Context: an optimization exercise on an open-source flow, tuned for small area. The choices shown serve that exercise and are no tape-out recipe.
RTL that was checked went through simulation tests only; none was proved equivalent to the original.
Only the layout flow was run in runs 2 and 3; the RTL was not checked for function there.
No activity file was given, so power comes from the tool's default toggle rates.

<file path="flow/config.mk">
export PLATFORM = sky130hd
export DESIGN_NAME = ALU
export DESIGN_NICKNAME = ALU
export VERILOG_FILES = /design/flow/design.v
export SDC_FILE = /design/flow/constraint.sdc
export NUM_CORES = 4
export LEC_CHECK = 0
export CAP_MARGIN = 20
export CORE_MARGIN = 2
export CORE_UTILIZATION = 40
export SLEW_MARGIN = 20
</file>
<file path="flow/constraint.sdc">
create_clock -name core_clock -period 5.0 [get_ports {clk}]
set_input_delay 1.0000 -clock core_clock [delete_from_list [all_inputs] [get_ports {clk}]]
set_output_delay 1.0000 -clock core_clock [all_outputs]
set_load 0.01 [all_outputs]
</file>
<file path="flow/design.v">
module ALU (
input             clk               ,   
input             rst_n             ,   
input             dcd_req           ,   
input      [3:0]  dcd_opcode        ,   
input      [11:0] dcd_mem_addr      ,   
input      [2:0]  dcd_src_reg_1_addr,   
input      [2:0]  dcd_src_reg_2_addr,   
input      [2:0]  dcd_dst_reg_addr  ,   
input      [15:0] dcd_const         ,   
output reg        dcd_ack           ,   
input      [31:0] data_mem_rd_data  ,   
output reg        data_mem_cen      ,   
output            data_mem_rw       ,   
output     [11:0] data_mem_addr     ,   
output     [31:0] data_mem_rw_data  ,   
input      [15:0] reg_0_rd_data     ,   
input             reg_0_ack         ,   
output reg        reg_0_req         ,   
output            reg_0_rw          ,   
output reg [2:0]  reg_0_addr        ,   
input      [15:0] reg_1_rd_data     ,   
input             reg_1_ack         ,   
output reg        reg_1_req         ,   
output reg        reg_1_rw          ,   
output     [2:0]  reg_1_addr        ,   
output reg [15:0] reg_1_wr_data     ,   
output reg        pc_jump_req       ,   
output     [11:0] pc_jump_addr          
);
wire [3:0] op = dcd_opcode;
wire op_alu = op[2];                               
reg  sub_q;                                        
reg  dcd_req_delay;                                
reg  cen_delay;                                    
wire alu_start = dcd_req & ~dcd_req_delay;         
assign data_mem_addr    = dcd_mem_addr;
assign pc_jump_addr     = dcd_mem_addr;
assign data_mem_rw      = ~op[1];
assign data_mem_rw_data = {16'h0000, reg_1_wr_data};    
assign reg_0_rw         = 1'b1;
assign reg_1_addr       = reg_1_rw ? dcd_src_reg_2_addr : dcd_dst_reg_addr;
wire eq = (dcd_const == reg_0_rd_data);
wire        sub = sub_q;                          
wire [15:0] a   = reg_0_rd_data;
wire [15:0] b   = reg_1_rd_data ^ {16{sub}};
wire [16:0] c;           
wire [15:0] s0;          
wire [15:0] s;
genvar i;
generate for (i = 0; i < 16; i = i + 1) begin : g_add
  wire ci = (i == 0) ? sub : (i == 7) ? 1'b0 : c[i];
  assign s0[i]  = a[i] ^ b[i] ^ ci;
  assign c[i+1] = (a[i] & b[i]) | (a[i] & ci) | (b[i] & ci);
end endgenerate
assign s[6:0] = s0[6:0];
wire k7 = c[7];
wire [9:0] t1;       
assign t1[0] = 1'b1;
assign t1[1] = t1[0] & s0[7];
assign t1[2] = t1[1] & s0[8];
assign t1[3] = t1[2] & s0[9];
assign t1[4] = t1[3] & s0[10];
assign t1[5] = t1[4] & s0[11];
assign t1[6] = t1[5] & s0[12];
assign t1[7] = t1[6] & s0[13];
assign t1[8] = t1[7] & s0[14];
assign t1[9] = t1[8] & s0[15];
assign s[15:7] = s0[15:7] ^ ({9{k7}} & t1[8:0]);
wire [15:0] logic_res = (a & reg_1_rd_data) | ({16{op[0]}} & (a | reg_1_rd_data));    
wire [15:0] alu_res   = op[1] ? logic_res : s;
always @(posedge clk or negedge rst_n)
if (~rst_n) begin
  dcd_req_delay <= 1'b0;
  cen_delay     <= 1'b0;
  data_mem_cen  <= 1'b0;
  reg_0_req     <= 1'b0;
  reg_1_req     <= 1'b0;
  reg_1_rw      <= 1'b0;
  pc_jump_req   <= 1'b0;
  dcd_ack       <= 1'b0;
end else begin
  dcd_req_delay <= dcd_req;
  cen_delay     <= data_mem_cen;
  data_mem_cen  <= (alu_start & ~op[3] & ~op[2] & ~(op[1] ^ op[0]))
                 | (reg_0_ack & ~op[2] & op[1] & ~op[0]);
  reg_0_req     <= ~reg_0_ack & (reg_0_req | (alu_start & (op[2] | (op[1] & ~op[0]) | (op[3] & op[0]))));
  reg_1_req     <= reg_1_ack ? reg_1_rw
                 : (reg_1_req | (alu_start & (op[2] | (~op[3] & ~op[1] & op[0]))) | (cen_delay & ~op[1]));
  reg_1_rw      <= alu_start ? op_alu : (reg_1_rw & ~reg_1_ack);
  pc_jump_req   <= (alu_start & op[3] & ~op[0]) | (reg_0_ack & op[3] & op[0] & eq);
  dcd_ack       <= (~reg_1_rw & reg_1_ack) | (op[1] & data_mem_cen)
                 | (alu_start & op[3] & ~op[0]) | (reg_0_ack & op[3] & op[0]);
end
always @(posedge clk) begin
  reg_0_addr <= dcd_src_reg_1_addr;
  sub_q      <= op[2] & ~op[1] & op[0];
end
wire sel_alu  = reg_1_rw;
wire sel_hold = op[2] & ~reg_1_rw;
wire sel_c    = ~op[2] & op[0];
wire sel_m    = ~op[2] & ~op[1] & ~op[0];
wire sel_r    = ~op[2] & op[1] & ~op[0];
always @(posedge clk)
  reg_1_wr_data <= ({16{sel_alu}}  & alu_res)
                 | ({16{sel_hold}} & reg_1_wr_data)
                 | ({16{sel_c}}    & dcd_const)
                 | ({16{sel_m}}    & data_mem_rd_data[15:0])
                 | ({16{sel_r}}    & reg_0_rd_data);
endmodule  
</file>
<file path="flow/flow/run.sh">
#!/bin/bash
# Standard ORFS layout with two changes: the smallest buffer (buf_1) for the
# port buffers, and an area-oriented ABC mapping script for synthesis.
set -euo pipefail
cp -r "$FLOW_HOME/scripts" ./orfs_scripts
cp flow/abc.script ./orfs_scripts/abc_speed.script
export SCRIPTS_DIR="$PWD/orfs_scripts"
export BUFFER_PORTS_ARGS="-buffer_cell sky130_fd_sc_hd__buf_1"
export REMOVE_ABC_BUFFERS=1
export GPL_TIMING_DRIVEN=0
export SKIP_REPAIR_TIE_FANOUT=1
export CTS_ARGS="-sink_clustering_enable -repair_clock_nets -dont_use_dummy_load"
bash standard.sh > standard_flow.log 2>&1
</file>
<file path="flow/flow/abc.script">
&get -n
&st
&dch
&nf
&st
&syn2
&if -g -K 6
&synch2
&nf
&st
&dch -f
&nf -R 1000
&st
&dch -f
&nf -R 1000
&put
</file>
<file path="flow/standard.sh">
#!/bin/bash
# synth_recipe.tcl (not shown) runs the flow's synth.tcl, then flattens the netlist and writes it again
# the make line also repeats each setting of config.mk as NAME=value (left out here)
make -C /OpenROAD-flow-scripts/flow DESIGN_CONFIG=/design/flow/config.mk WORK_HOME=/design/flow/orfs CLKGATE_MAP_FILE= SYNTH_SCRIPT=/design/flow/synth_recipe.tcl "${@:-finish}"
</file>
==> flow_metrics.tcl, run 1 <==
set metrics [dict create \
    status "complete, no violations" \
    yosys-top-cells-area "buf_4, dfxtp_1, fa_1, dfrtp_1, xor2_1" \
    wirelength_um 7950 \
    rows 29 \
    synthCells 297 \
    place_hpwl_um 6190 \
    cts-root-buf "clkbuf_8" \
    reg2reg_to "reg_1_wr_data[15]" \
    synth-edff-count 0 \
    async_flop_share_pct 28.6 \
    initialDrtViolationCount 132 \
    grt_pass1_vias 2400 \
    start_util_pct 41.3 \
    synthTopCellsByCount "buf_4, xor2_1, clkinv_1, dfxtp_1, o21ai_0" \
    finalPower_mw 0.693 \
    gp_congestion 0.762 \
    synth_most_common_cell "buf_4" \
    fin_skew_ps 8.15 \
    final_util_pct 44.7 \
    slowest_stage "fa_1" \
    final-seq-area_um2 602 \
    clock.fmax_mhz 211 \
    io_pins 196 \
    rrSetupSlack_ps 450 \
    startpoint_type "input port" \
    ctsHoldBuffers 0 \
    crit_top_cell "fa_1" \
    multi_input_comb_area_um2 1530 \
    vias 2483 \
    antenna_found_initial 0 \
    nFillCells 655 \
    period_share_pct 94.7 \
    cp_max_fo 2 \
    avgRoutedWirePerCell_um 17.8 \
    cp.required_ps 5160 \
    path_clk_slew_ps 110 \
    syn_area_per_cell_um2 8.83 \
    path_cells "buf_1 -> xor2_1 -> ha_1 -> clkinv_1 -> fa_1 -> clkinv_1 -> fa_1 -> fa_1 -> fa_1 -> fa_1 -> fa_1 -> fa_1 -> xor2_1 -> xnor2_1 -> xnor2_1 -> o21ai_0" \
    drc_errors 0 \
    area_growth_pct 8.21 \
    grt_pass1_wl_um 12400 \
    grt_overflow 0 \
    cts_buffers 3 \
    yosys_warnings 1 \
    grt_start_max_net_pins 26 \
    cap_violations 0 \
    p_per_area_nw_per_um2 244 \
    critical-path-max-stage-delay_ps 440 \
    cts_buffer_depth 2 \
    clock_sinks 28 \
    yosysSeqAreaShare_pct 22.9 \
    worstMarginPinSlew_ps 1020 \
    cts_tree "built" \
    ant_nets 0 \
    setup-violations-final 0 \
    portBuffers 126 \
    critPathKind "input port to flop" \
    slew_headroom_pct 31.7 \
    worstSetupEndpointType "flop" \
    syn-cell-area_um2 2620 \
    vias_per_cell 5.54 \
    synth_cell_types 37 \
    critPathLaunch "reg_1_rd_data[7]" \
    critPathArrivalTime_ps 4900 \
    reg2reg_depth 15 \
    yosysTopAreaCell "buf_4" \
    drt_first_pass_iters 4 \
    rsz0062_at_grt "false" \
    final_nets 501 \
    drv_slew 0 \
    core_area_um2 6350 \
    ir_worst_vdd_mv 0.116 \
    post-route-min-period_ps 4740 \
    cts_htree_levels 1 \
    crit_path_end "reg_1_wr_data[15]" \
    synthFlopType "dfxtp_1" \
    p_leak_nw 1.02 \
    drive_gt1_share_pct 2.96 \
    dieArea_um2 7220 \
    insertion_delay_ps 280 \
    hold_path.class "flop to flop" \
    cts_setup_buffers 0 \
    die_h_um 85.0 \
    yosysTopAreaCellShare_pct 16.3 \
    finalSetupTns_ps 0 \
    ys_ff_latch 28 \
    cts_resized 0 \
    fp.dieW_um 85.0 \
    hold_violations 0 \
    antenna_cells 0 \
    grt_usage_pct 22.2 \
    r2r-start "sub_q" \
]
==> cells by family after synthesis <==
group | after synthesis | synth area share [%]
xor+xnor | 30 | 10.0
compound gates | 72 | 19.6
buf+inv | 78 | 19.3
mux | 4 | 1.67
flops | 28 | 22.9
other cells | 2 | 0.286
simple gates | 56 | 10.4
fa+ha+maj | 27 | 15.7
==> cell type report <==
class / count / area share, %
repair buffers: 128 / 17.2
inverters: 21 / 2.78
flip-flops and latches: 28 / 21.2
clock buffers: 3 / 1.46
well taps: 77 / 3.40
multi-input cells: 191 / 53.9
==> report_power, final <==
| part | switching (mW) | leakage [nW] | total, mW | internal [mW] |
|---|---|---|---|---|
| logic | 0.168 | 0.727 | 0.283 | 0.115 |
| registers | 0.0249 | 0.271 | 0.279 | 0.254 |
| clock network | 0.0769 | 0.0216 | 0.131 | 0.0543 |
| total | 0.269 | 1.02 | 0.693 | 0.423 |
==> metal layers <==
metal	GRT usage, %	vias to the layer above	wire [um]
met1	28.3	1187	3340
met5	3.50	-	0
li1	-	1165	-
met4	5.77	0	21
met2	34.8	129	3720
met3	8.56	2	874
==> through the flow <==
stage	cell area, um2	cells	hold slack (ps)	setup WS [ps]
global route	2840	448	425	34.2
CTS	2840	448	420	66.0
detailed placement	2800	445	395	-120
finish	2840	448	416	263
floorplan	2190	240	435	224
global placement	2760	443	388	-79.6
==> worst min path at each step <==
| stage | start | slack (ps) | depth (start not counted) | end |
|---|---|---|---|---|
| after floorplan | data_mem_cen | 430 | 0 | cen_delay |
| after global placement | data_mem_cen | 390 | 0 | cen_delay |
| after detailed placement | data_mem_cen | 390 | 0 | cen_delay |
| after CTS | data_mem_cen | 420 | 0 | cen_delay |
| after global routing | data_mem_cen | 430 | 0 | cen_delay |
| final | data_mem_cen | 420 | 0 | cen_delay |
==> worst max-delay path, delay by kind of cell <==
kind | cells | cell delay [ps]
adders and majority gates | 8 | 2930
xor gates and xnor gates | 4 | 650
buffers and inverters | 3 | 250
AOI/OAI and AO/OA | 1 | 80
==> state kept, by name, summed over array words and instances, names as in the netlist <==
name,count
cen_delay,1
data_mem_cen,1
dcd_ack,1
dcd_req_delay,1
pc_jump_req,1
reg_0_addr,3
reg_0_req,1
reg_1_req,1
reg_1_rw,1
reg_1_wr_data,16
sub_q,1
==> cell usage in the layout (no fill, tap or decap), types with 12 or more instances in the layout <==
| cell type | count |
|---|---|
| nand2_1 | 14 |
| o21ai_0 | 17 |
| clkinv_1 | 21 |
| fa_1 | 13 |
| a222oi_1 | 12 |
| nand3_1 | 14 |
| xor2_1 | 22 |
| buf_1 | 125 |
| dfxtp_1 | 19 |
| a22oi_1 | 12 |
==> run 2, diff against run 1 <==
--- a/flow/design.v
+++ b/flow/design.v
@@ -77,5 +77,4 @@
   reg_0_req     <= 1'b0;
   reg_1_req     <= 1'b0;
-  reg_1_rw      <= 1'b0;
   pc_jump_req   <= 1'b0;
   dcd_ack       <= 1'b0;
@@ -88,5 +87,4 @@
   reg_1_req     <= reg_1_ack ? reg_1_rw
                  : (reg_1_req | (alu_start & (op[2] | (~op[3] & ~op[1] & op[0]))) | (cen_delay & ~op[1]));
-  reg_1_rw      <= alu_start ? op_alu : (reg_1_rw & ~reg_1_ack);
   pc_jump_req   <= (alu_start & op[3] & ~op[0]) | (reg_0_ack & op[3] & op[0] & eq);
   dcd_ack       <= (~reg_1_rw & reg_1_ack) | (op[1] & data_mem_cen)
@@ -95,4 +93,5 @@
 always @(posedge clk) begin
   reg_0_addr <= dcd_src_reg_1_addr;
+  reg_1_rw   <= alu_start ? op_alu : (reg_1_rw & ~reg_1_ack);
   sub_q      <= op[2] & ~op[1] & op[0];
 end
--- a/flow/flow/run.sh
+++ b/flow/flow/run.sh
@@ -9,5 +9,4 @@
 export REMOVE_ABC_BUFFERS=1
 export GPL_TIMING_DRIVEN=0
-export SKIP_REPAIR_TIE_FANOUT=1
 export CTS_ARGS="-sink_clustering_enable -repair_clock_nets -dont_use_dummy_load"
 bash standard.sh > standard_flow.log 2>&1
==> flow_metrics.tcl, run 2 <==
set metrics [dict create \
    status "complete, no violations" \
    worstMarginPinSlew_ps 1050 \
    place_hpwl_um 6310 \
    p_leak_nw 1.07 \
    area_growth_pct 10.7 \
    rows 29 \
    final_common_cell "buf_1" \
    yosysTopAreaCellShare_pct 16.3 \
    whs_path_depth 0 \
    critPathKind "input port to flop" \
    drt_first_pass_iters 4 \
    critical-path-max-stage-delay_ps 440 \
    ys_ff_latch 28 \
    p_per_area_nw_per_um2 240 \
    yosys-top-cells-area "buf_4, dfxtp_1, fa_1, xor2_1, dfrtp_1" \
    synth-edff-count 0 \
    cts_buffers 3 \
    syn-cell-area_um2 2620 \
    period_share_pct 94.9 \
    reg_top3 "reg_1_wr_data x16, reg_0_addr x3" \
    synth_most_common_cell "buf_4" \
    start_util_pct 41.2 \
    top_register "reg_1_wr_data" \
    largest_reg_flops 16 \
    r2r-start "sub_q" \
    setup-violations-final 0 \
    synth_cell_types 37 \
    ant_nets 0 \
    synthCells 297 \
    startpoint_type "input port" \
    path_clk_slew_ps 110 \
    clock_sinks 28 \
    cp.required_ps 5160 \
    dieArea_um2 7210 \
    async_flop_share_pct 25.0 \
    vias 2517 \
    ir_worst_vdd_mv 0.129 \
    post-route-min-period_ps 4750 \
    fin_skew_ps 7.65 \
    yosys_warnings 1 \
    worstHoldStart "data_mem_cen" \
    hold_violations 0 \
    portBuffers 126 \
    final-seq-area_um2 597 \
    vias_per_cell 5.44 \
    min_to "cen_delay" \
    cts-root-buf "clkbuf_8" \
    antenna_found_initial 0 \
    worstSetupEndpointType "flop" \
    gp_congestion 0.777 \
    grt_start_max_net_pins 26 \
    holdWs_ps 409 \
    cts_htree_levels 1 \
    multi_input_comb_area_um2 1590 \
    syn_area_per_cell_um2 8.81 \
    yosysTopAreaCell "buf_4" \
    dp_cells 460 \
    synthFlopType "dfxtp_1" \
    path_cells "buf_1 -> xor2_1 -> ha_1 -> clkinv_1 -> fa_1 -> clkinv_1 -> fa_1 -> fa_1 -> fa_1 -> fa_1 -> fa_1 -> fa_1 -> xor2_1 -> xnor2_1 -> xnor2_1 -> o21ai_0" \
    final_nets 516 \
    fp.dieW_um 84.9 \
    drc_errors 0 \
    reg2reg_to "reg_1_wr_data[15]" \
    initialDrtViolationCount 113 \
    hold_path.class "flop to flop" \
    core_area_um2 6350 \
    fin_cells 463 \
    die_h_um 84.9 \
    grt_pass1_wl_um 12300 \
    cts_tree "built" \
    clock.fmax_mhz 211 \
    grt_overflow 0 \
    slew_headroom_pct 29.6 \
    yosysSeqAreaShare_pct 22.8 \
    io_pins 196 \
    cts_buffer_depth 2 \
    drive_gt1_share_pct 2.85 \
    reg2reg_depth 15 \
    nFillCells 668 \
    critPathArrivalTime_ps 4900 \
    wirelength_um 8100 \
    insertion_delay_ps 280 \
    grt_pass1_vias 2397 \
    final_cell_mix "buf_1, xor2_1, clkinv_1" \
    crit_top_cell "fa_1" \
    rrSetupSlack_ps 420 \
    grt_usage_pct 21.8 \
    slowest_stage "fa_1" \
    rsz0062_at_grt "false" \
    synthTopCellsByCount "buf_4, xor2_1, clkinv_1, dfxtp_1, o21ai_0" \
    cp_max_fo 2 \
    cap_violations 0 \
    avgRoutedWirePerCell_um 17.5 \
    drv_slew 0 \
    antenna_cells 0 \
]
-- run 2: worst max path at each step --
| stage | start | endpoint |
|---|---|---|
| 2_1_floorplan | reg_1_rd_data[7] | reg_1_wr_data[15] |
| 3_3_place_gp | reg_1_rd_data[7] | reg_1_wr_data[15] |
| 3_5_place_dp | reg_1_rd_data[7] | reg_1_wr_data[15] |
| 4_1_cts | sub_q | reg_1_wr_data[15] |
| 5_1_grt | reg_1_rd_data[7] | reg_1_wr_data[15] |
| 6_report | reg_1_rd_data[7] | reg_1_wr_data[15] |
-- run 2: routing by layer --
layer | routed length, um | share of wire (%) | track usage (%) | up-vias
met4 | 46 | 0.57 | 5.77 | 3
met3 | 891 | 11 | 9.24 | 7
met1 | 3350 | 41 | 27.2 | 1180
met5 | 61 | 0.75 | 6.29 | -
li1 | - | - | - | 1180
met2 | 3750 | 46 | 34.4 | 147
-- run 2: kinds of logic (layout without fill, tap and decap cells) --
group | Yosys count | after routing | share of synthesized area (%)
AOI/OAI and AO/OA | 72 | 72 | 19.6
xor gates and xnor gates | 30 | 30 | 10.0
adders and majority gates | 27 | 27 | 15.8
buffers and inverters | 78 | 152 | 19.4
DFF | 28 | 28 | 22.8
muxes | 4 | 4 | 1.67
other | 2 | 17 | 0.287
and+or+nand+nor | 56 | 56 | 10.5
-- run 2: worst max-delay path: cells and delay by family --
family / cells / cell delay, ps
buf+inv: 3 / 250
xor+xnor: 4 / 630
compound gates: 1 / 80
fa+ha+maj: 8 / 2940
-- run 2: final cells by class --
| type | count | area share [%] |
|---|---|---|
| well taps | 77 | 3.33 |
| flip-flops and latches | 28 | 20.6 |
| inverters | 21 | 2.72 |
| clock buffers | 3 | 1.43 |
| multi-input cells | 206 | 54.8 |
| repair buffers | 128 | 17.1 |
-- run 2: through the flow --
step / setup TNS (ps) / area [um2] / worst slack [ps] / utilization [%] / power, mW
2_1_floorplan: 0 / 2250 / 224 / - / 0.449
3_3_place_gp: -80.0 / 2820 / -80.0 / 44.3 / 0.560
3_5_place_dp: -114 / 2850 / -114 / 44.9 / 0.569
4_1_cts: 0 / 2900 / 53.7 / 45.6 / 0.700
5_1_grt: 0 / 2900 / 69.4 / 45.6 / 0.742
6_report: 0 / 2900 / 255 / 45.6 / 0.694
-- run 2: timing repair --
action	in CTS	in global routing
hold buffers	0	0
setup endpoints to repair	0	1
resized for setup	0	1
setup buffers	0	0
-- run 2: report_power, final --
group,switching [mW],internal [mW]
Combinational,0.168,0.116
Clock,0.0768,0.0543
Sequential,0.0251,0.254
Total,0.270,0.424
==> run 3, diff against run 2 <==
--- a/flow/design.v
+++ b/flow/design.v
@@ -31,5 +31,4 @@
 wire [3:0] op = dcd_opcode;
 wire op_alu = op[2];                               
-reg  sub_q;                                        
 reg  dcd_req_delay;                                
 reg  cen_delay;                                    
@@ -42,5 +41,5 @@
 assign reg_1_addr       = reg_1_rw ? dcd_src_reg_2_addr : dcd_dst_reg_addr;
 wire eq = (dcd_const == reg_0_rd_data);
-wire        sub = sub_q;                          
+wire        sub = op[0] & ~op[1];
 wire [15:0] a   = reg_0_rd_data;
 wire [15:0] b   = reg_1_rd_data ^ {16{sub}};
@@ -94,5 +93,4 @@
   reg_0_addr <= dcd_src_reg_1_addr;
   reg_1_rw   <= alu_start ? op_alu : (reg_1_rw & ~reg_1_ack);
-  sub_q      <= op[2] & ~op[1] & op[0];
 end
 wire sel_alu  = reg_1_rw;
==> flow_metrics.tcl, run 3 <==
set metrics [dict create \
    cts-root-buf "clkbuf_8" \
    path_buf_inv 4 \
    antenna_found_initial 0 \
    cts_tree "built" \
    reg2reg_to "reg_1_wr_data[12]" \
    cp.required_ps 5170 \
    worstSetupEndpointType "flop" \
    period_share_pct 95.9 \
    rsz0062_at_grt "false" \
    yosysTopAreaCell "buf_4" \
    setup-violations-final 0 \
    synth-edff-count 0 \
    place_hpwl_um 6220 \
    whs_path_depth 0 \
    area_growth_pct 12.6 \
    hold_path.class "flop to flop" \
    io_pins 196 \
    path_clk_slew_ps 90 \
    drv_slew 0 \
    dieArea_um2 7220 \
    p_leak_nw 1.08 \
    r2r-start "reg_1_rw" \
    yosysSeqAreaShare_pct 21.9 \
    synthTopCellsByCount "buf_4, nand2_1, dfxtp_1, xor2_1, clkinv_1" \
    yosysTopAreaCellShare_pct 16.3 \
    core_area_um2 6350 \
    path_cells "buf_4 -> clkinv_4 -> ha_4 -> xor2_1 -> ha_1 -> clkinv_1 -> fa_1 -> clkinv_1 -> fa_1 -> fa_2 -> fa_2 -> fa_2 -> fa_2 -> fa_1 -> xor2_1 -> xnor2_1 -> xnor2_1 -> o21ai_0" \
    path_delay_family "adder cells" \
    drive_gt1_share_pct 5.36 \
    final-seq-area_um2 576 \
    worstHoldStart "data_mem_cen" \
    insertion_delay_ps 290 \
    reg2reg_depth 5 \
    grt_pass1_wl_um 12100 \
    status "complete, no violations" \
    dr_wl_met3_um 1070 \
    initialDrtViolationCount 165 \
    wl_met1_um 3360 \
    final_cell_mix "buf_1, nand2_1, dfxtp_1" \
    grt_overflow 0 \
    gp_congestion 0.820 \
    grt_usage_pct 21.4 \
    vias 2531 \
    startpoint_type "input port" \
    cap_violations 0 \
    clock_sinks 27 \
    cts_htree_levels 1 \
    worstMarginPinSlew_ps 1080 \
    ant_nets 0 \
    slew_headroom_pct 28.0 \
    synthFlopType "dfxtp_1" \
    reg_top3 "reg_1_wr_data x16, reg_0_addr x3" \
    ctsHoldBuffers 0 \
    fp.dieW_um 85.0 \
    place_area_um2 2860 \
    multi_input_comb_area_um2 1660 \
    critPathArrivalTime_ps 4960 \
    cts_buffers 3 \
    avgRoutedWirePerCell_um 17.1 \
    nFillCells 688 \
    cp_max_fo 8 \
    largest_reg_flops 16 \
    critical-path-max-stage-delay_ps 420 \
    top_register "reg_1_wr_data" \
    p_per_area_nw_per_um2 238 \
    slowest_stage "fa_1" \
    ys_ff_latch 27 \
    clock.fmax_mhz 209 \
    async_flop_share_pct 25.9 \
    synth_cell_types 37 \
    critPathKind "input port to flop" \
    portBuffers 126 \
    final_common_cell "buf_1" \
    post-route-min-period_ps 4800 \
    ir_worst_vdd_mv 0.108 \
    wirelength_um 8030 \
    rows 29 \
    dr_wl_met2_um 3490 \
    syn_area_per_cell_um2 8.68 \
    grt_start_max_net_pins 27 \
    syn-cell-area_um2 2620 \
    grt_pass1_vias 2293 \
    crit_top_cell "fa_2" \
    cts_buffer_depth 2 \
    fin_skew_ps 14.5 \
    top_layer_used "met5" \
    vias_per_cell 5.40 \
    yosys_warnings 1 \
    antenna_cells 0 \
    drc_errors 0 \
    yosys-top-cells-area "buf_4, dfxtp_1, fa_1, dfrtp_1, xor2_1" \
    min_to "cen_delay" \
    final_nets 524 \
    synth_most_common_cell "buf_4" \
    synthCells 302 \
    finalPower_mw 0.704 \
    rrSetupSlack_ps 2910 \
    die_h_um 85.0 \
    design_area_um2 2950 \
    hold_violations 0 \
    drt_first_pass_iters 5 \
    start_util_pct 41.3 \
]
[run 3: cell count changes in the layout (fill, tap and decap cells not counted), sizes merged, moves of 3 or more]
cell / change
a221oi: -4
xor2: -3
clkinv: -3
a22o: +3
a21oi: +8
and3: +3
nand4: -3
nand2: +7
[run 3: worst max path at each step]
stage	depth (start not counted)	start	slack, ps	to
floorplan	17	dcd_opcode[1]	-410	reg_1_wr_data[15]
global placement	17	dcd_opcode[0]	-1770	reg_1_wr_data[15]
detailed placement	15	dcd_opcode[0]	-1240	reg_1_wr_data[14]
CTS	18	dcd_opcode[1]	40	reg_1_wr_data[15]
global route	18	dcd_opcode[1]	1	reg_1_wr_data[15]
finish	18	dcd_opcode[1]	200	reg_1_wr_data[15]
[run 3: kinds of logic after synthesis]
group	share of synthesized area, %
buffers and inverters	18.9
AOI/OAI and AO/OA	19.0
and+or+nand+nor	11.8
adders and majority gates	17.1
xor gates and xnor gates	9.68
DFF	21.9
muxes	1.29
other	0.286
[run 3: stage by stage]
step | hold slack, ps | TNS (ps) | setup slack, ps | utilization, % | cells
floorplan | 435 | -766 | -414 | - | 260
global placement | 398 | -12850 | -1770 | 44.4 | 463
detailed placement | 402 | -7140 | -1240 | 45.0 | 465
CTS | 422 | 0 | 36.0 | 46.2 | 469
global route | 435 | 0 | 1.38 | 46.5 | 469
finish | 422 | 0 | 204 | 46.5 | 469
[run 3: layout make-up]
cell class / count / area share (%)
repair buffers: 129 / 17.3
clock buffers: 3 / 1.40
flip-flops and latches: 27 / 19.5
multi-input cells: 215 / 56.1
inverters: 18 / 2.46
well taps: 77 / 3.26
[run 3: where the power goes]
part	internal (mW)	switching (mW)	leakage, nW
logic	0.128	0.176	0.806
clock network	0.0544	0.0783	0.0216
registers	0.245	0.0220	0.258
[run 3: per-layer routing]
layer	vias up	GRT usage [%]
li1	1193	-
met5	-	4.90
met3	6	9.24
met2	159	31.7
met4	2	4.33
met1	1171	28.7
[run 3: repair_timing]
item                       CTS  global route
pin swaps                    1             1
buffers inserted             1             0
setup endpoints to repair   10             4
resized for setup            9             6
==> run 4, diff against run 3 <==
--- a/flow/design.v
+++ b/flow/design.v
@@ -31,4 +31,5 @@
 wire [3:0] op = dcd_opcode;
 wire op_alu = op[2];                               
+reg  sub_q;                                        
 reg  dcd_req_delay;                                
 reg  cen_delay;                                    
@@ -41,5 +42,5 @@
 assign reg_1_addr       = reg_1_rw ? dcd_src_reg_2_addr : dcd_dst_reg_addr;
 wire eq = (dcd_const == reg_0_rd_data);
-wire        sub = op[0] & ~op[1];
+wire        sub = sub_q;                          
 wire [15:0] a   = reg_0_rd_data;
 wire [15:0] b   = reg_1_rd_data ^ {16{sub}};
@@ -76,4 +77,5 @@
   reg_0_req     <= 1'b0;
   reg_1_req     <= 1'b0;
+  reg_1_rw      <= 1'b0;
   pc_jump_req   <= 1'b0;
   dcd_ack       <= 1'b0;
@@ -86,4 +88,5 @@
   reg_1_req     <= reg_1_ack ? reg_1_rw
                  : (reg_1_req | (alu_start & (op[2] | (~op[3] & ~op[1] & op[0]))) | (cen_delay & ~op[1]));
+  reg_1_rw      <= alu_start ? op_alu : (reg_1_rw & ~reg_1_ack);
   pc_jump_req   <= (alu_start & op[3] & ~op[0]) | (reg_0_ack & op[3] & op[0] & eq);
   dcd_ack       <= (~reg_1_rw & reg_1_ack) | (op[1] & data_mem_cen)
@@ -92,5 +95,5 @@
 always @(posedge clk) begin
   reg_0_addr <= dcd_src_reg_1_addr;
-  reg_1_rw   <= alu_start ? op_alu : (reg_1_rw & ~reg_1_ack);
+  sub_q      <= op[2] & ~op[1] & op[0];
 end
 wire sel_alu  = reg_1_rw;
--- a/flow/config.mk
+++ b/flow/config.mk
@@ -6,6 +6,6 @@
 export NUM_CORES = 4
 export LEC_CHECK = 0
-export CAP_MARGIN = 20
+export CAP_MARGIN = 0
 export CORE_MARGIN = 2
 export CORE_UTILIZATION = 40
-export SLEW_MARGIN = 20
+export SLEW_MARGIN = 0
==> flow_metrics.tcl, run 4 <==
set metrics [dict create \
    synthTopCellsByCount "buf_4, xor2_1, clkinv_1, dfxtp_1, o21ai_0" \
    cap_violations 0 \
    cp_max_fo 2 \
    core_area_um2 6350 \
    grt_pass1_wl_um 12800 \
    io_pins 196 \
    rsz0062_at_grt "false" \
    rrSetupSlack_ps 450 \
    finalSetupTns_ps 0 \
    ant_nets 0 \
    path_clk_slew_ps 110 \
    yosysSeqAreaShare_pct 22.9 \
    synthFlopType "dfxtp_1" \
    final_nets 517 \
    cts_htree_levels 1 \
    setup-violations-final 0 \
    cp.required_ps 5160 \
    synth_cell_types 37 \
    synthCells 297 \
    syn_area_per_cell_um2 8.83 \
    cts-root-buf "clkbuf_8" \
    final_common_cell "buf_1" \
    synth_most_common_cell "buf_4" \
    vias_per_cell 5.47 \
    antenna_found_initial 0 \
    largest_reg_flops 16 \
    worstSetupEndpointType "flop" \
    syn-cell-area_um2 2620 \
    worstMarginPinSlew_ps 1240 \
    crit_path_end "reg_1_wr_data[15]" \
    critPathArrivalTime_ps 4890 \
    hold_violations 0 \
    synth-edff-count 0 \
    reg2reg_to "reg_1_wr_data[15]" \
    antenna_cells 0 \
    critPathLaunch "reg_1_rd_data[7]" \
    reg2reg_depth 15 \
    portBuffers 126 \
    avgRoutedWirePerCell_um 17.5 \
    clock_sinks 28 \
    design_area_um2 2910 \
    period_share_pct 94.6 \
    grt_start_max_net_pins 26 \
    cts_buffers 3 \
    insertion_delay_ps 280 \
    ctsHoldBuffers 0 \
    critPathKind "input port to flop" \
    yosys-top-cells-area "buf_4, dfxtp_1, fa_1, dfrtp_1, xor2_1" \
    final_util_pct 45.8 \
    ir_worst_vdd_mv 0.111 \
    place_area_um2 2850 \
    drc_errors 0 \
    ys_ff_latch 28 \
    fp.dieW_um 85.0 \
    grt_overflow 0 \
    place_hpwl_um 6320 \
    yosysTopAreaCellShare_pct 16.3 \
    hold_path.class "flop to flop" \
    post-route-min-period_ps 4730 \
    p_per_area_nw_per_um2 239 \
    vias 2538 \
    gp_congestion 0.792 \
    wirelength_um 8140 \
    die_h_um 85.0 \
    slew_headroom_pct 17.2 \
    startpoint_type "input port" \
    rows 29 \
    finalPower_mw 0.696 \
    yosysTopAreaCell "buf_4" \
    initialDrtViolationCount 158 \
    start_util_pct 41.3 \
    dp_cells 460 \
    fin_skew_ps 9.70 \
    cts_resized 0 \
    top_register "reg_1_wr_data" \
    grt_usage_pct 22.9 \
    drv_slew 0 \
    cts_setup_buffers 0 \
    async_flop_share_pct 28.6 \
    cts_tree "built" \
    grt_pass1_vias 2400 \
    area_growth_pct 10.9 \
    drt_first_pass_iters 5 \
    final_cell_mix "buf_1, xor2_1, clkinv_1" \
    yosys_warnings 1 \
    dieArea_um2 7220 \
    fin_cells 464 \
    cts_buffer_depth 2 \
    p_leak_nw 1.07 \
    status "complete, no violations" \
    drive_gt1_share_pct 2.58 \
    r2r-start "sub_q" \
    clock.fmax_mhz 211 \
    reg_top3 "reg_1_wr_data x16, reg_0_addr x3" \
]
==> run 4: cell types whose count changed after synthesis, moves of 3 or more <==
cell,before,now
a21oi_1,17,9
and3_1,4,1
clkinv_1,18,21
nand4_1,1,4
xor2_1,19,22
nand2_1,21,14
a221oi_1,3,7
a22o_1,4,1
==> run 4: layer usage <==
layer  part of all wire (%)  global-route usage [%]  routed length [um]  vias up
li1                       -                       -                   -     1184
met1                     42                    29.8                3410     1193
met2                     45                    34.4                3630      153
met3                     12                    9.24                 978        6
met4                   0.76                    6.78                  62        2
met5                   0.72                    6.29                  59        -
==> run 4: kinds of logic (layout without fill, tap and decap cells) <==
logic type,after synthesis,in the layout,share of synthesized area [%]
simple gates,56,56,10.4
compound gates,72,72,19.6
xor+xnor,30,30,10.0
flops,28,28,22.9
buf+inv,78,153,19.3
fa+ha+maj,27,27,15.7
mux,4,4,1.67
other cells,2,17,0.286
==> run 4: report_power, final <==
part / internal [mW] / leakage, nW / switching, mW / total, mW
combinational: 0.117 / 0.781 / 0.169 / 0.286
sequential: 0.254 / 0.271 / 0.0249 / 0.278
clock: 0.0544 / 0.0216 / 0.0772 / 0.132
==> run 4: area by class of cell <==
class / instances / area, um2
Clock buffer: 3 / 41.3
Fill cell: 672 / 3440
Inverter: 21 / 78.8
Multi-Input combinational cell: 206 / 1580
Sequential cell: 28 / 602
Tap cell: 77 / 96.3
Timing Repair Buffer: 129 / 507
==> run 4: worst min-delay path by stage <==
stage                       from   endpoint  slack, ps  cells past startpoint
global placement    data_mem_cen  cen_delay        400                      0
floorplan           data_mem_cen  cen_delay        430                      0
CTS                 data_mem_cen  cen_delay        420                      0
detailed placement  data_mem_cen  cen_delay        400                      0
global route        data_mem_cen  cen_delay        450                      0
finish              data_mem_cen  cen_delay        420                      0
==> run 4: worst max-delay path, stage by stage <==
cell and delay, ps:
buf_1 110, xor2_1 150, ha_1 200, clkinv_1 60, fa_1 160, clkinv_1 80, fa_1 430, fa_1 430
fa_1 430, fa_1 450, fa_1 430, fa_1 410, xor2_1 160, xnor2_1 180, xnor2_1 130, o21ai_0 80
==> run 4: through the flow <==
stage               setup slack, ps  hold WS [ps]
floorplan                       224           435
global placement              -78.4           395
CTS                            44.2           423
finish                          270           423
global route                   23.8           447
detailed placement             -121           405
==> run 5, diff against run 4 <==
--- a/flow/flow/run.sh
+++ b/flow/flow/run.sh
@@ -7,6 +7,3 @@
 export SCRIPTS_DIR="$PWD/orfs_scripts"
 export BUFFER_PORTS_ARGS="-buffer_cell sky130_fd_sc_hd__buf_1"
-export REMOVE_ABC_BUFFERS=1
-export GPL_TIMING_DRIVEN=0
-export CTS_ARGS="-sink_clustering_enable -repair_clock_nets -dont_use_dummy_load"
 bash standard.sh > standard_flow.log 2>&1
--- a/flow/config.mk
+++ b/flow/config.mk
@@ -6,6 +6,6 @@
 export NUM_CORES = 4
 export LEC_CHECK = 0
-export CAP_MARGIN = 0
+export CAP_MARGIN = 20
 export CORE_MARGIN = 2
 export CORE_UTILIZATION = 40
-export SLEW_MARGIN = 0
+export SLEW_MARGIN = 20
==> flow_metrics.tcl, run 5 <==
set metrics [dict create \
    status "complete, no violations" \
    cts_tree "built" \
    pre_cts_ws_ps 25.2 \
    synth-edff-count 0 \
    period_share_pct 92.6 \
    core_area_um2 6350 \
    syn-cell-area_um2 2620 \
    synthFlopType "dfxtp_1" \
    pwr-share-seq_pct 38.9 \
    synthTopCellsByCount "buf_4, xor2_1, clkinv_1, dfxtp_1, o21ai_0" \
    power_frac_comb_pct 40.7 \
    portBuffers 126 \
    startpoint_type "input port" \
    switchingPower_mw 0.268 \
    synth_most_common_cell "buf_4" \
    ys_ff_latch 28 \
    die_h_um 85.0 \
    wirelength_um 7430 \
    synth_cell_types 37 \
    insertion_delay_ps 280 \
    gp_congestion 0.814 \
    final_util_pct 46.4 \
    vias 2471 \
    dieArea_um2 7220 \
    fp.dieW_um 85.0 \
    rows 29 \
    final_cell_mix "buf_1, xor2_1, clkinv_1" \
    drc_errors 0 \
    largest_reg_flops 16 \
    cts_htree_levels 1 \
    final_common_cell "buf_1" \
    fin_skew_ps 5.66 \
    yosysTopAreaCellShare_pct 16.3 \
    antenna_cells 0 \
    avgRoutedWirePerCell_um 15.8 \
    cts_setup_buffers 0 \
    yosysSeqAreaShare_pct 22.9 \
    hold_violations 0 \
    ir_worst_vdd_mv 0.104 \
    cts_buffer_depth 2 \
    reg_top3 "reg_1_wr_data x16, reg_0_addr x3" \
    area_growth_pct 12.3 \
    p_per_area_nw_per_um2 241 \
    async_flop_share_pct 28.6 \
    ant_nets 0 \
    setup-violations-final 0 \
    vias_per_cell 5.26 \
    cp_max_fo 2 \
    grt_pass1_wl_um 11400 \
    cts_buffers 3 \
    antenna_found_initial 0 \
    drive_gt1_share_pct 3.56 \
    top_register "reg_1_wr_data" \
    drv_slew 0 \
    ctsHoldBuffers 0 \
    cts_resized 0 \
    switching_share_pct 37.7 \
    critPathKind "input port to flop" \
    clock_sinks 28 \
    worst_slack_ps 371 \
    final_nets 522 \
    cts-root-buf "clkbuf_8" \
    grt_overflow 0 \
    path_clk_slew_ps 100 \
    yosys-top-cells-area "buf_4, dfxtp_1, fa_1, dfrtp_1, xor2_1" \
    worstMarginPinSlew_ps 998 \
    synthCells 297 \
    critPathArrivalTime_ps 4790 \
    slew_headroom_pct 33.4 \
    drt_first_pass_iters 6 \
    cap_violations 0 \
    grt_start_max_net_pins 18 \
    post-route-min-period_ps 4630 \
    hold_path.class "flop to flop" \
    syn_area_per_cell_um2 8.83 \
    cp.required_ps 5160 \
    yosys_warnings 1 \
    finalSetupTns_ps 0 \
    p_int_mw 0.442 \
    start_util_pct 41.3 \
    clock.fmax_mhz 216 \
    grt_usage_pct 19.8 \
    place_hpwl_um 6020 \
    rsz0062_at_grt "false" \
    worstSetupEndpointType "flop" \
    yosysTopAreaCell "buf_4" \
    clkPwrFrac_pct 20.4 \
    io_pins 196 \
    initialDrtViolationCount 149 \
    p_leak_nw 1.10 \
    grt_pass1_vias 2336 \
]
run 5: worst max-delay path, cell delays in order:
cell and delay, ps:
buf_1 100, xor2_1 150, ha_1 190, clkinv_1 60, fa_1 160, clkinv_1 80, fa_1 410, fa_1 420
fa_1 420, fa_1 430, fa_1 420, fa_1 410, xor2_1 160, xnor2_1 160, xnor2_1 130, o21ai_0 80
run 5: power by group through the flow:
stage	combinational (mW)	clock (mW)	sequential, mW
detailed placement	0.291	0	0.281
CTS	0.292	0.155	0.276
global route	0.325	0.161	0.281
finish	0.289	0.145	0.276
global placement	0.287	0	0.280
floorplan	0.217	0	0.292
run 5: cells by family after synthesis:
group,count (synthesis),share of synthesized area (%)
buffers and inverters,78,19.3
AOI/OAI and AO/OA,72,19.6
and+or+nand+nor,56,10.4
xor gates and xnor gates,30,10.0
DFF,28,22.9
adders and majority gates,27,15.7
muxes,4,1.67
other,2,0.286
run 5: metal layers:
layer / vias up / GRT usage, % / wire (um)
li1: 1192 / - / -
met1: 1151 / 27.1 / 3190
met2: 117 / 33.2 / 3530
met3: 11 / 2.53 / 624
met4: 0 / 4.91 / 93
met5: - / 0 / 0
run 5: path summary, 6_finish.rpt:
path                                  start                end  slack [ps]  cells past startpoint
max reg2reg                           sub_q  reg_1_wr_data[15]         790                     14
max in group asynchronous             rst_n          reg_0_req        4080                      1
min                            data_mem_cen          cen_delay         440                      0
min in group asynchronous             rst_n       data_mem_cen         620                      1
max                        reg_1_rd_data[7]  reg_1_wr_data[15]         370                     16
min reg2reg                    data_mem_cen          cen_delay         440                      0
run 5: stage by stage:
stage          cells  power (mW)  instance area (um2)  hold WS [ps]
2_1_floorplan    312       0.509                 2680           435
3_3_place_gp     466       0.567                 2890           395
3_5_place_dp     466       0.572                 2890           414
4_1_cts          470       0.724                 2950           439
5_1_grt          470       0.767                 2950           450
6_report         470       0.710                 2950           441
run 5: final cells by class:
cell class / count / area, um2
multi-input combinational: 206 / 1580
fill: 666 / 3400
timing repair buffer: 134 / 533
inverter: 21 / 78.8
sequential: 28 / 601
tap: 77 / 96.3
clock buffer: 4 / 55.1
==> run 6, diff against run 5 <==
--- a/flow/config.mk
+++ b/flow/config.mk
@@ -8,4 +8,5 @@
 export CAP_MARGIN = 20
 export CORE_MARGIN = 2
-export CORE_UTILIZATION = 40
+export CORE_UTILIZATION = 65
+export PLACE_DENSITY = 0.75
 export SLEW_MARGIN = 20
==> flow_metrics.tcl, run 6 <==
set metrics [dict create \
    status "complete, no violations" \
    rows 23 \
    yosysTopAreaCell "buf_4" \
    critical-path-max-stage-delay_ps 450 \
    syn_area_per_cell_um2 8.83 \
    crit_top_cell "fa_1" \
    cts_tree "built" \
    antenna_found_initial 0 \
    rsz0062_at_grt "false" \
    drv_slew 0 \
    vias_per_cell 5.77 \
    portBuffers 126 \
    cts_buffers 3 \
    period_share_pct 96.2 \
    worstSetupEndpointType "flop" \
    io_pins 196 \
    final_common_cell "buf_1" \
    cp_max_fo 2 \
    worstMarginPinSlew_ps 1020 \
    drc_errors 0 \
    final_cell_mix "buf_1, xor2_1, clkinv_1" \
    final_nets 521 \
    cp.required_ps 5160 \
    finalPower_mw 0.756 \
    core_area_um2 3940 \
    grt_pass1_wl_um 10800 \
    slowest_stage "fa_1" \
    cts_resized 0 \
    reg2reg_depth 14 \
    cap_violations 0 \
    final-seq-area_um2 601 \
    drt_first_pass_iters 5 \
    cts-root-buf "clkbuf_8" \
    critPathKind "input port to flop" \
    synth_cell_types 37 \
    largest_reg_flops 16 \
    ant_nets 0 \
    synthCells 297 \
    async_flop_share_pct 28.6 \
    fin_skew_ps 1.77 \
    multi_input_comb_area_um2 1580 \
    ys_ff_latch 28 \
    ctsHoldBuffers 0 \
    finalSetupTns_ps 0 \
    p_leak_nw 1.11 \
    yosysSeqAreaShare_pct 22.9 \
    yosysTopAreaCellShare_pct 16.3 \
    gp_congestion 0.852 \
    cts_setup_buffers 0 \
    setup-violations-final 0 \
    place_hpwl_um 5470 \
    clock.fmax_mhz 208 \
    slew_headroom_pct 31.9 \
    clock_sinks 28 \
    startpoint_type "input port" \
    grt_usage_pct 31.8 \
    synth_most_common_cell "buf_4" \
    p_per_area_nw_per_um2 259 \
    dieArea_um2 4560 \
    reg_top3 "reg_1_wr_data x16, reg_0_addr x3" \
    grt_start_max_net_pins 26 \
    vias 2551 \
    cts_htree_levels 1 \
    top_register "reg_1_wr_data" \
    syn-cell-area_um2 2620 \
    grt_pass1_vias 2283 \
    nFillCells 318 \
    synthTopCellsByCount "buf_4, xor2_1, clkinv_1, dfxtp_1, o21ai_0" \
    synth-edff-count 0 \
    hold_violations 0 \
    yosys_warnings 1 \
    initialDrtViolationCount 199 \
    wirelength_um 7200 \
    yosys-top-cells-area "buf_4, dfxtp_1, fa_1, dfrtp_1, xor2_1" \
    synthFlopType "dfxtp_1" \
    drive_gt1_share_pct 3.32 \
    cts_buffer_depth 2 \
    ir_worst_vdd_mv 0.177 \
    fp.dieW_um 67.5 \
    grt_overflow 0 \
    post-route-min-period_ps 4810 \
    start_util_pct 66.5 \
    insertion_delay_ps 280 \
    rrSetupSlack_ps 590 \
    antenna_cells 0 \
    whs_path_depth 0 \
    path_cells "buf_1 -> xor2_1 -> ha_1 -> clkinv_1 -> fa_1 -> clkinv_1 -> fa_1 -> fa_1 -> fa_1 -> fa_1 -> fa_1 -> fa_1 -> xor2_1 -> xnor2_1 -> xnor2_1 -> o21ai_0" \
    hold_path.class "flop to flop" \
    avgRoutedWirePerCell_um 16.3 \
    die_h_um 67.5 \
    critPathArrivalTime_ps 4970 \
    area_growth_pct 11.5 \
    path_clk_slew_ps 100 \
]
[run 6: cell counts after synthesis]
Identical to the previous run, type by type.
[run 6: cell families (layout without fill, tap and decap cells)]
family	after synthesis	after routing	synth area share, %
other cells	2	17	0.286
compound gates	72	72	19.6
flops	28	28	22.9
xor+xnor	30	30	10.0
fa+ha+maj	27	27	15.7
buf+inv	78	158	19.3
mux	4	4	1.67
simple gates	56	56	10.4
[run 6: final cells by class]
class	count	area share (%)
tap	50	2.14
clock buffer	3	1.41
timing repair buffer	133	18.1
clock inverter	1	1.03
inverter	21	2.70
multi-input combinational	206	54.1
sequential	28	20.5
[run 6: critical path, delay by kind of cell]
family | cells | cell delay, ps
compound gates | 1 | 90
xor+xnor | 4 | 640
fa+ha+maj | 8 | 2980
buf+inv | 3 | 260
[run 6: metrics by stage]
stage	hold WS [ps]	util, %	worst slack [ps]	cell area, um2	instances
2_1_floorplan	435	-	224	2680	312
3_3_place_gp	399	72.1	60.0	2840	437
3_5_place_dp	403	72.4	-82.0	2850	438
4_1_cts	427	74.2	180	2920	442
5_1_grt	448	74.2	22.2	2920	442
6_report	423	74.2	190	2920	442
[run 6: report_power, final]
part,internal [mW],total [mW],switching (mW)
combinational,0.119,0.295,0.176
clock,0.107,0.186,0.0782
sequential,0.254,0.276,0.0223
total,0.480,0.756,0.276
[run 6: final timing paths]
kind | end | from
max | reg_1_wr_data[15] | reg_1_rd_data[7]
min | cen_delay | data_mem_cen
max reg2reg | reg_1_wr_data[15] | sub_q
min reg2reg | cen_delay | data_mem_cen
max in group asynchronous | data_mem_cen | rst_n
min in group asynchronous | cen_delay | rst_n
[run 6: layer usage]
metal	global-route usage (%)	routed length, um	up-vias
met4	8.42	69	0
met1	41.2	2950	1209
met3	3.17	621	7
met5	0	0	-
met2	56.1	3560	145
li1	-	-	1190
==> run 7, diff against run 6 <==
==> flow/flow/run.sh (replaced) <==
#!/bin/bash
# Standard ORFS layout (the standard.sh) with these changes:
# - an area-oriented ABC mapping script for synthesis (flow/abc.script, used in
#   place of ORFS's abc_speed.script in a copy of ORFS's scripts folder);
# - the smallest buffer (buf_1) for the port buffers;
# - the synthesis buffers are removed at floorplan, and global placement is not
#   timing-driven;
# - CTS inserts no dummy loads.
set -euo pipefail
cp -r "$FLOW_HOME/scripts" ./orfs_scripts
cp flow/abc.script ./orfs_scripts/abc_speed.script
export SCRIPTS_DIR="$PWD/orfs_scripts"
export BUFFER_PORTS_ARGS="-buffer_cell sky130_fd_sc_hd__buf_1"
export REMOVE_ABC_BUFFERS=1
export GPL_TIMING_DRIVEN=0
export CTS_ARGS="-sink_clustering_enable -repair_clock_nets -dont_use_dummy_load"
bash standard.sh > standard_flow.log 2>&1
--- a/flow/config.mk
+++ b/flow/config.mk
@@ -8,5 +8,4 @@
 export CAP_MARGIN = 20
 export CORE_MARGIN = 2
-export CORE_UTILIZATION = 65
-export PLACE_DENSITY = 0.75
+export CORE_UTILIZATION = 40
 export SLEW_MARGIN = 20
==> flow_metrics.tcl, run 7 <==
set metrics [dict create \
    status "complete, no violations" \
    synthTopCellsByCount "buf_4, xor2_1, clkinv_1, dfxtp_1, o21ai_0" \
    place_hpwl_um 6300 \
    nFillCells 668 \
    critical-path-max-stage-delay_ps 450 \
    wirelength_um 8030 \
    grt_overflow 0 \
    rows 29 \
    grt_pass1_vias 2374 \
    yosys-top-cells-area "buf_4, dfxtp_1, fa_1, dfrtp_1, xor2_1" \
    post-route-min-period_ps 4710 \
    dieArea_um2 7220 \
    cts-root-buf "clkbuf_8" \
    synth-edff-count 0 \
    period_share_pct 94.3 \
    hold_violations 0 \
    initialDrtViolationCount 127 \
    area_growth_pct 10.5 \
    synth_most_common_cell "buf_4" \
    cts_tree "built" \
    final_util_pct 45.6 \
    drc_errors 0 \
    yosys_warnings 1 \
    worstSetupEndpointType "flop" \
    cp_max_fo 2 \
    reg_top3 "reg_1_wr_data x16, reg_0_addr x3" \
    antenna_cells 0 \
    insertion_delay_ps 280 \
    worstMarginPinSlew_ps 1090 \
    critPathArrivalTime_ps 4870 \
    p_leak_nw 1.07 \
    p_per_area_nw_per_um2 237 \
    ys_ff_latch 28 \
    grt_usage_pct 22.5 \
    startpoint_type "input port" \
    rsz0062_at_grt "false" \
    clock.fmax_mhz 212 \
    io_pins 196 \
    setup-violations-final 0 \
    drive_gt1_share_pct 2.85 \
    yosysTopAreaCellShare_pct 16.3 \
    pre_cts_ws_ps -115 \
    hold_path.class "flop to flop" \
    clock_sinks 28 \
    crit_top_cell "fa_1" \
    core_area_um2 6350 \
    avgRoutedWirePerCell_um 17.3 \
    final_common_cell "buf_1" \
    yosysSeqAreaShare_pct 22.9 \
    cts_buffers 3 \
    cts_setup_buffers 0 \
    ant_nets 0 \
    ir_worst_vdd_mv 0.113 \
    async_flop_share_pct 28.6 \
    syn_area_per_cell_um2 8.83 \
    portBuffers 126 \
    slew_headroom_pct 27.6 \
    vias 2510 \
    drt_first_pass_iters 5 \
    syn-cell-area_um2 2620 \
    cts_htree_levels 1 \
    path_cells "buf_1 -> xor2_1 -> ha_1 -> clkinv_1 -> fa_1 -> clkinv_1 -> fa_1 -> fa_1 -> fa_1 -> fa_1 -> fa_1 -> fa_1 -> xor2_1 -> xnor2_1 -> xnor2_1 -> o21ai_0" \
    start_util_pct 41.3 \
    gp_congestion 0.792 \
    path_clk_slew_ps 100 \
    top_register "reg_1_wr_data" \
    cp.required_ps 5160 \
    fp.dieW_um 85.0 \
    synth_cell_types 37 \
    cts_buffer_depth 2 \
    synthFlopType "dfxtp_1" \
    die_h_um 85.0 \
    worst_slack_ps 285 \
    final_cell_mix "buf_1, xor2_1, clkinv_1" \
    vias_per_cell 5.42 \
    antenna_found_initial 0 \
    final_nets 516 \
    synthCells 297 \
    critPathKind "input port to flop" \
    drv_slew 0 \
    yosysTopAreaCell "buf_4" \
    grt_pass1_wl_um 12600 \
    fin_skew_ps 9.96 \
    slowest_stage "fa_1" \
    grt_start_max_net_pins 26 \
    largest_reg_flops 16 \
    cap_violations 0 \
]
## run 7: cell counts after synthesis
Identical to the previous run, type by type.
## run 7: final cells by class
type	instances	area, um2	share of cell area, %
Multi-Input combinational cell	206	1590	54.7
Sequential cell	28	602	20.8
Timing Repair Buffer	128	493	17.0
Tap cell	77	96.3	3.32
Inverter	21	78.8	2.72
Clock buffer	3	41.3	1.42
## run 7: cells by family after synthesis
logic type      synth area share (%)
compound gates                  19.6
xor+xnor                        10.0
fa+ha+maj                       15.7
buf+inv                         19.3
flops                           22.9
mux                             1.67
other cells                    0.286
simple gates                    10.4
## run 7: per-stage QoR
stage,TNS (ps),hold WS (ps),cells,area (um2),power (mW)
floorplan,0,435,255,2250,0.449
global placement,-78.4,395,458,2820,0.561
detailed placement,-115,400,460,2860,0.569
CTS,0,417,463,2900,0.698
global route,0,444,463,2900,0.743
finish,0,415,463,2900,0.688
## run 7: final timing paths
| path | startpoint | slack (ps) | to | cells past startpoint |
|---|---|---|---|---|
| worst max-delay path | reg_1_rd_data[7] | 290 | reg_1_wr_data[15] | 16 |
| worst min-delay path | data_mem_cen | 420 | cen_delay | 0 |
| worst max register to register | sub_q | 480 | reg_1_wr_data[15] | 15 |
| worst min register to register | data_mem_cen | 420 | cen_delay | 0 |
| max in group asynchronous | rst_n | 4100 | reg_1_rw | 1 |
| min in group asynchronous | rst_n | 610 | reg_0_req | 1 |
## run 7: where the power goes
part	leakage (nW)	switching, mW	total [mW]	internal, mW
logic	0.777	0.168	0.283	0.116
registers	0.271	0.0244	0.278	0.254
clock network	0.0216	0.0723	0.127	0.0542
## run 7: worst max-delay path, delay by kind of cell
kind | cells | cell delay, ps
XOR/XNOR | 4 | 620
AO/OA/AOI/OAI | 1 | 80
buffers and inverters | 3 | 230
adder cells (fa/ha/maj) | 8 | 2940
## run 7: per-layer routing
metal | GRT usage, % | up-vias | part of all wire, %
met4 | 7.22 | 2 | 1.7
met1 | 28.6 | 1156 | 41
li1 | - | 1180 | -
met3 | 8.95 | 12 | 13
met2 | 34.5 | 160 | 44
met5 | 6.29 | - | 0.73
## run 7: repair_timing
action,CTS,global route
gates resized for setup,0,1
endpoints found under the setup margin,0,1
hold buffers,0,0
==> run 8, diff against run 7 <==
--- a/flow/flow/run.sh
+++ b/flow/flow/run.sh
@@ -6,4 +6,6 @@
 # - the synthesis buffers are removed at floorplan, and global placement is not
 #   timing-driven;
+# - the constant outputs keep synthesis's single tie cell per value (no
+#   repair_tie_fanout);
 # - CTS inserts no dummy loads.
 set -euo pipefail
@@ -14,4 +16,5 @@
 export REMOVE_ABC_BUFFERS=1
 export GPL_TIMING_DRIVEN=0
+export SKIP_REPAIR_TIE_FANOUT=1
 export CTS_ARGS="-sink_clustering_enable -repair_clock_nets -dont_use_dummy_load"
 bash standard.sh > standard_flow.log 2>&1
==> flow_metrics.tcl, run 8 <==
set metrics [dict create \
    ir_worst_vdd_mv 0.116 \
    final_nets 501 \
    drc_errors 0 \
    portBuffers 126 \
    wirelength_um 7950 \
    critical-path-max-stage-delay_ps 440 \
    area_growth_pct 8.21 \
    grt_pass1_wl_um 12400 \
    rsz0062_at_grt "false" \
    grt_overflow 0 \
    crit_top_cell "fa_1" \
    path_cells "buf_1 -> xor2_1 -> ha_1 -> clkinv_1 -> fa_1 -> clkinv_1 -> fa_1 -> fa_1 -> fa_1 -> fa_1 -> fa_1 -> fa_1 -> xor2_1 -> xnor2_1 -> xnor2_1 -> o21ai_0" \
    yosys_warnings 1 \
    synth_cell_types 37 \
    start_util_pct 41.3 \
    grt_pass1_vias 2400 \
    core_area_um2 6350 \
    fin_skew_ps 8.15 \
    p_per_area_nw_per_um2 244 \
    slowest_stage "fa_1" \
    status "complete, no violations" \
    cts_htree_levels 1 \
    hold_violations 0 \
    whs_path_depth 0 \
    vias_per_cell 5.54 \
    largest_reg_flops 16 \
    cp_max_fo 2 \
    path_delay_family "adder cells" \
    setup-violations-final 0 \
    yosysTopAreaCellShare_pct 16.3 \
    critPathKind "input port to flop" \
    grt_usage_pct 22.2 \
    hold_path.class "flop to flop" \
    r2r-start "sub_q" \
    antenna_cells 0 \
    fp.dieW_um 85.0 \
    syn-cell-area_um2 2620 \
    min_to "cen_delay" \
    async_flop_share_pct 28.6 \
    die_h_um 85.0 \
    cts_resized 0 \
    cts_setup_buffers 0 \
    reg2reg_depth 15 \
    slew_headroom_pct 31.7 \
    yosysSeqAreaShare_pct 22.9 \
    cp.required_ps 5160 \
    startpoint_type "input port" \
    ctsHoldBuffers 0 \
    synthTopCellsByCount "buf_4, xor2_1, clkinv_1, dfxtp_1, o21ai_0" \
    critPathArrivalTime_ps 4900 \
    syn_area_per_cell_um2 8.83 \
    yosysTopAreaCell "buf_4" \
    io_pins 196 \
    worstMarginPinSlew_ps 1020 \
    finalPower_mw 0.693 \
    worstSetupEndpointType "flop" \
    synth-edff-count 0 \
    holdWs_ps 416 \
    period_share_pct 94.7 \
    drt_first_pass_iters 4 \
    path_clk_slew_ps 110 \
    ys_ff_latch 28 \
    cap_violations 0 \
    cts_tree "built" \
    insertion_delay_ps 280 \
    p_leak_nw 1.02 \
    final_common_cell "buf_1" \
    worstHoldStart "data_mem_cen" \
    vias 2483 \
    top_register "reg_1_wr_data" \
    clock_sinks 28 \
    reg_top3 "reg_1_wr_data x16, reg_0_addr x3" \
    drive_gt1_share_pct 2.96 \
    cts-root-buf "clkbuf_8" \
    synthFlopType "dfxtp_1" \
    post-route-min-period_ps 4740 \
    synthCells 297 \
    reg2reg_to "reg_1_wr_data[15]" \
    clock.fmax_mhz 211 \
    synth_most_common_cell "buf_4" \
    cts_buffers 3 \
    rrSetupSlack_ps 450 \
    path_buf_inv 3 \
    rows 29 \
    grt_start_max_net_pins 26 \
    initialDrtViolationCount 132 \
    avgRoutedWirePerCell_um 17.8 \
    cts_buffer_depth 2 \
    yosys-top-cells-area "buf_4, dfxtp_1, fa_1, dfrtp_1, xor2_1" \
    ant_nets 0 \
    antenna_found_initial 0 \
    nFillCells 655 \
    drv_slew 0 \
    dieArea_um2 7220 \
    place_hpwl_um 6190 \
    final_cell_mix "buf_1, xor2_1, clkinv_1" \
    gp_congestion 0.762 \
]
## run 8: cell count changes in the layout (fill, tap and decap cells not counted)
cell	previous run	this run
buf_6	1	0
conb_1	17	2
buf_4	1	2
## run 8: final cells by class
cell class	count	area (um2)	share of cell area, %
Inverter	21	78.8	2.78
Sequential cell	28	602	21.2
Multi-Input combinational cell	191	1530	53.9
Tap cell	77	96.3	3.40
Timing Repair Buffer	128	489	17.2
Clock buffer	3	41.3	1.46
## run 8: metal layers
| layer | up-vias | GRT usage (%) | part of all wire [%] |
|---|---|---|---|
| met5 | - | 3.50 | 0 |
| met4 | 0 | 5.77 | 0.26 |
| met3 | 2 | 8.56 | 11 |
| met2 | 129 | 34.8 | 47 |
| met1 | 1187 | 28.3 | 42 |
| li1 | 1165 | - | - |
## run 8: cells by family (layout without fill, tap and decap cells)
logic type                 Yosys count  in the layout  synth area share (%)
muxes                                4              4                  1.67
xor gates and xnor gates            30             30                  10.0
adders and majority gates           27             27                  15.7
other                                2              2                 0.286
and+or+nand+nor                     56             56                  10.4
AOI/OAI and AO/OA                   72             72                  19.6
DFF                                 28             28                  22.9
buffers and inverters               78            152                  19.3
## run 8: worst max path at each step
stage / from / endpoint / slack [ps] / cells after the start
after CTS: sub_q / reg_1_wr_data[15] / 70 / 15
after detailed placement: reg_1_rd_data[7] / reg_1_wr_data[15] / -120 / 16
after global placement: reg_1_rd_data[7] / reg_1_wr_data[15] / -80 / 16
after global routing: reg_1_rd_data[7] / reg_1_wr_data[15] / 30 / 16
final: reg_1_rd_data[7] / reg_1_wr_data[15] / 260 / 16
after floorplan: reg_1_rd_data[7] / reg_1_wr_data[15] / 220 / 15
## run 8: where the power goes
part / leakage [nW] / switching [mW] / internal, mW
Sequential: 0.271 / 0.0249 / 0.254
Combinational: 0.727 / 0.168 / 0.115
Clock: 0.0216 / 0.0769 / 0.0543
Total: 1.02 / 0.269 / 0.423
## run 8: stage by stage
stage	instances	worst slack [ps]	area (um2)	utilization, %	setup TNS [ps]
5_1_grt	448	34.2	2840	44.7	0
3_3_place_gp	443	-79.6	2760	43.5	-79.6
4_1_cts	448	66.0	2840	44.7	0
3_5_place_dp	445	-120	2800	44.0	-120
2_1_floorplan	240	224	2190	-	0
6_report	448	263	2840	44.7	0

## separate check: timing with driven ports
In the flow no input, the clock included, has a driving cell. The finished layouts below were timed again as built, in two steps. Step 1: set_driving_cell puts a clkbuf_16 on clk and a buf_2 on each other input, an assumption about the parent block. Step 2 moves the port delays by t, midway between the first and last clock arrival at a register: inputs arrive t later, outputs are due t later. That takes back most of the time a late clock gives input paths. Slacks: ideal ports / drivers / drivers and shift; pairs: ideal ports / drivers.
run | shift t [ns] | slack for setup (ns) | hold slack, ns | worst data-port slew with drivers (ns) | pins driven straight from the clock port
run 1 | 0.303 | 0.263 / 0.271 / -0.032 | 0.416 / 0.416 / 0.416 | 0.18 | 1
run 2 | 0.307 | 0.255 / 0.263 / -0.044 | 0.409 / 0.409 / 0.409 | 0.18 | 1
run 3 | 0.311 | 0.204 / 0.205 / -0.107 | 0.422 / 0.422 / 0.422 | 0.18 | 1
run 4 | 0.309 | 0.270 / 0.280 / -0.029 | 0.423 / 0.423 / 0.423 | 0.19 | 1
run 5 | 0.300 | 0.371 / 0.377 / 0.077 | 0.441 / 0.441 / 0.441 | 0.12 | 1
run 6 | 0.309 | 0.190 / 0.197 / -0.112 | 0.423 / 0.423 / 0.423 | 0.11 | 1
run 7 | 0.304 | 0.285 / 0.296 / -0.008 | 0.415 / 0.415 / 0.415 | 0.19 | 1
run 8 | 0.303 | 0.263 / 0.271 / -0.032 | 0.416 / 0.416 / 0.416 | 0.18 | 1
With both steps, setup timing fails in 7 of these runs, where it was met with ideal ports. For run 3, which loses most, drivers alone change the setup slack by +0.001 ns; drivers and shift together by -0.311 ns.
